From an optimization exercise on the open Yosys and OpenROAD flow, aimed at small area and few clock cycles; shortcuts taken in it are not production practice. Only simulation tests tie the RTL to the original design; equivalence was not proved.

Setup of the reference run:
==> module cordic_pass, before the edit <==
module cordic_pass (
    input              clk,
    input      [11:0]  i_x,
    input      [11:0]  i_y,
    input              i_vec,
    input      [6:0]   i_dir,
    output reg [11:0]  o_x,
    output reg [11:0]  o_y,
    output reg [6:0]   o_dir
);
    wire        c0 = i_vec ? i_x[11] : i_dir[6];
    wire [11:0] x0 = padd(12'd0, i_x ^ {12{c0}}, c0);
    wire [11:0] y0 = padd(12'd0, i_y ^ {12{c0}}, c0);
    wire        d0 = i_vec ? y0[11] : i_dir[0];
    wire [11:0] x1 = padd(x0, y0 ^ {12{d0}}, d0);
    wire [11:0] y1 = padd(y0, x0 ^ {12{~d0}}, ~d0);
    wire        d1 = i_vec ? y1[11] : i_dir[1];
    wire [11:0] y1s = {y1[11], y1[11:1]};
    wire [11:0] x1s = {x1[11], x1[11:1]};
    wire [11:0] x2 = padd(x1, y1s ^ {12{d1}}, d1);
    wire [11:0] y2 = padd(y1, x1s ^ {12{~d1}}, ~d1);
    wire        d2 = i_vec ? y2[11] : i_dir[2];
    wire [11:0] y2s = {{2{y2[11]}}, y2[11:2]};
    wire [11:0] x2s = {{2{x2[11]}}, x2[11:2]};
    wire [11:0] x3 = padd(x2, y2s ^ {12{d2}}, d2);
    wire [11:0] y3 = padd(y2, x2s ^ {12{~d2}}, ~d2);
    reg  [11:0] m_x, m_y;
    reg         m_vec;
    reg  [2:0]  m_rdir;    
    reg  [3:0]  m_dir;     
    always @(posedge clk) begin
        m_x    <= x3;
        m_y    <= y3;
        m_vec  <= i_vec;
        m_rdir <= i_dir[5:3];
        m_dir  <= {c0, d2, d1, d0};
    end
    wire        d3 = m_vec ? m_y[11] : m_rdir[0];
    wire [11:0] y3s = {{3{m_y[11]}}, m_y[11:3]};
    wire [11:0] x3s = {{3{m_x[11]}}, m_x[11:3]};
    wire [11:0] x4 = padd(m_x, y3s ^ {12{d3}}, d3);
    wire [11:0] y4 = padd(m_y, x3s ^ {12{~d3}}, ~d3);
    wire        d4 = m_vec ? y4[11] : m_rdir[1];
    wire [11:0] y4s = {{4{y4[11]}}, y4[11:4]};
    wire [11:0] x4s = {{4{x4[11]}}, x4[11:4]};
    wire [11:0] x5 = padd(x4, y4s ^ {12{d4}}, d4);
    wire [11:0] y5 = padd(y4, x4s ^ {12{~d4}}, ~d4);
    wire        d5 = m_vec ? y5[11] : m_rdir[2];
    wire [11:0] y5s = {{5{y5[11]}}, y5[11:5]};
    wire [11:0] x5s = {{5{x5[11]}}, x5[11:5]};
    wire [11:0] x6 = padd(x5, y5s ^ {12{d5}}, d5);
    wire [11:0] y6 = padd(y5, x5s ^ {12{~d5}}, ~d5);
    wire [11:0] kx = radd({x6[11], x6[11:1]}, {{3{x6[11]}}, x6[11:3]}, 1'b0);
    wire [11:0] ky = radd({y6[11], y6[11:1]}, {{3{y6[11]}}, y6[11:3]}, 1'b0);
    always @(posedge clk) begin
        o_x   <= kx;
        o_y   <= ky;
        o_dir <= {m_dir[3], d5, d4, d3, m_dir[2:0]};
    end
    function [11:0] padd;
        input [11:0] a, b;
        input        c;
        reg [12:0] g, p, g2, p2;
        begin
            g = {a & b, c};
            p = {a ^ b, 1'b0};
            g2 = g; p2 = p;
            g2[1] = g[1] | (p[1] & g[0]); p2[1] = p[1] & p[0];
            g2[3] = g[3] | (p[3] & g[2]); p2[3] = p[3] & p[2];
            g2[5] = g[5] | (p[5] & g[4]); p2[5] = p[5] & p[4];
            g2[7] = g[7] | (p[7] & g[6]); p2[7] = p[7] & p[6];
            g2[9] = g[9] | (p[9] & g[8]); p2[9] = p[9] & p[8];
            g2[11] = g[11] | (p[11] & g[10]); p2[11] = p[11] & p[10];
            g = g2; p = p2;
            g2 = g; p2 = p;
            g2[3] = g[3] | (p[3] & g[1]); p2[3] = p[3] & p[1];
            g2[7] = g[7] | (p[7] & g[5]); p2[7] = p[7] & p[5];
            g2[11] = g[11] | (p[11] & g[9]); p2[11] = p[11] & p[9];
            g = g2; p = p2;
            g2 = g; p2 = p;
            g2[7] = g[7] | (p[7] & g[3]); p2[7] = p[7] & p[3];
            g = g2; p = p2;
            g2 = g; p2 = p;
            g2[11] = g[11] | (p[11] & g[7]); p2[11] = p[11] & p[7];
            g = g2; p = p2;
            g2 = g; p2 = p;
            g2[5] = g[5] | (p[5] & g[3]); p2[5] = p[5] & p[3];
            g2[9] = g[9] | (p[9] & g[7]); p2[9] = p[9] & p[7];
            g = g2; p = p2;
            g2 = g; p2 = p;
            g2[2] = g[2] | (p[2] & g[1]); p2[2] = p[2] & p[1];
            g2[4] = g[4] | (p[4] & g[3]); p2[4] = p[4] & p[3];
            g2[6] = g[6] | (p[6] & g[5]); p2[6] = p[6] & p[5];
            g2[8] = g[8] | (p[8] & g[7]); p2[8] = p[8] & p[7];
            g2[10] = g[10] | (p[10] & g[9]); p2[10] = p[10] & p[9];
            g2[12] = g[12] | (p[12] & g[11]); p2[12] = p[12] & p[11];
            g = g2; p = p2;
            padd = (a ^ b) ^ g[11:0];
        end
    endfunction
    function [11:0] radd;
        input [11:0] a, b;
        input        c;
        integer k;
        reg cc;
        begin
            cc = c;
            for (k = 0; k < 12; k = k + 1) begin
                radd[k] = a[k] ^ b[k] ^ cc;
                cc = (a[k] & b[k]) | (cc & (a[k] ^ b[k]));
            end
        end
    endfunction
endmodule
==> flow/config.mk <==
export PLATFORM = sky130hd
export DESIGN_NAME = QR_Engine
export DESIGN_NICKNAME = QR_Engine
export VERILOG_FILES = /design/flow/design.v
export SDC_FILE = /design/flow/constraint.sdc
export NUM_CORES = 4
export LEC_CHECK = 0
export ABC_AREA = 1
export CAP_MARGIN = 20
export CORE_MARGIN = 4
export CORE_UTILIZATION = 50
export CTS_CLUSTER_DIAMETER = 100
export CTS_CLUSTER_SIZE = 22
export PLACE_DENSITY = 0.62
export SLEW_MARGIN = 20
==> flow/constraint.sdc <==
create_clock -name core_clock -period 10.0 [get_ports {i_clk}]
set_input_delay 2.0000 -clock core_clock [delete_from_list [all_inputs] [get_ports {i_clk}]]
set_output_delay 2.0000 -clock core_clock [all_outputs]
set_load 0.01 [all_outputs]
run.sh (not shown) runs the stock make flow with config.mk's settings and CLKGATE_MAP_FILE= SYNTH_SCRIPT=/design/flow/synth_recipe.tcl, a recipe that flattens the netlist after the stock synthesis.
Testbench counts of the reference run, summed over its fixed seeds: cycles 10,104.
The following lists how the trial run was set up differently from the reference run:
--- a/flow/design.v
+++ b/flow/design.v
@@ -49,6 +49,6 @@
     wire [11:0] y5s = {{5{y5[11]}}, y5[11:5]};
     wire [11:0] x5s = {{5{x5[11]}}, x5[11:5]};
-    wire [11:0] x6 = padd(x5, y5s ^ {12{d5}}, d5);
-    wire [11:0] y6 = padd(y5, x5s ^ {12{~d5}}, ~d5);
+    wire [11:0] x6 = radd(x5, y5s ^ {12{d5}}, d5);
+    wire [11:0] y6 = radd(y5, x5s ^ {12{~d5}}, ~d5);
     wire [11:0] kx = radd({x6[11], x6[11:1]}, {{3{x6[11]}}, x6[11:3]}, 1'b0);
     wire [11:0] ky = radd({y6[11], y6[11:1]}, {{3{y6[11]}}, y6[11:3]}, 1'b0);
==> run notes <==
The trial run reports a higher layout overhead on the synthesized area than the reference run does.
Re worst-margin pin slew: the trial run is 98 ps down on the reference run.
Going from the reference run to the trial run, number of distinct library cell variants in the gate-level netlist after synthesis grew by 12%; routed wire length dropped 3.3%; final period utilization now sits higher.
Testbench counts of the trial run, summed over its fixed seeds: cycles 10,104.

-- static timing again, ports no longer ideal --
The flow's constraints put no driver on any port. The routed layouts listed below were extracted and timed again, unchanged, in two steps. Step 1, drivers: a clkbuf_16 drives i_clk and a buf_2 each remaining input, both assumed. Step 2 also shifts input and output timing later by t, the mid clock arrival at the registers, as if the neighbouring blocks saw the same clock. Slacks: ideal ports / drivers / drivers and shift; pairs: ideal ports / drivers.
| run | shift t [ns] | setup slack, ns | cell pins on the clock port's net |
|---|---|---|---|
| the reference run | 0.846 | 0.550 / 0.550 / 0.550 | 1 |
| the trial run | 0.837 | 0.340 / 0.340 / 0.340 | 1 |
After both steps setup and hold are still met in every run listed.
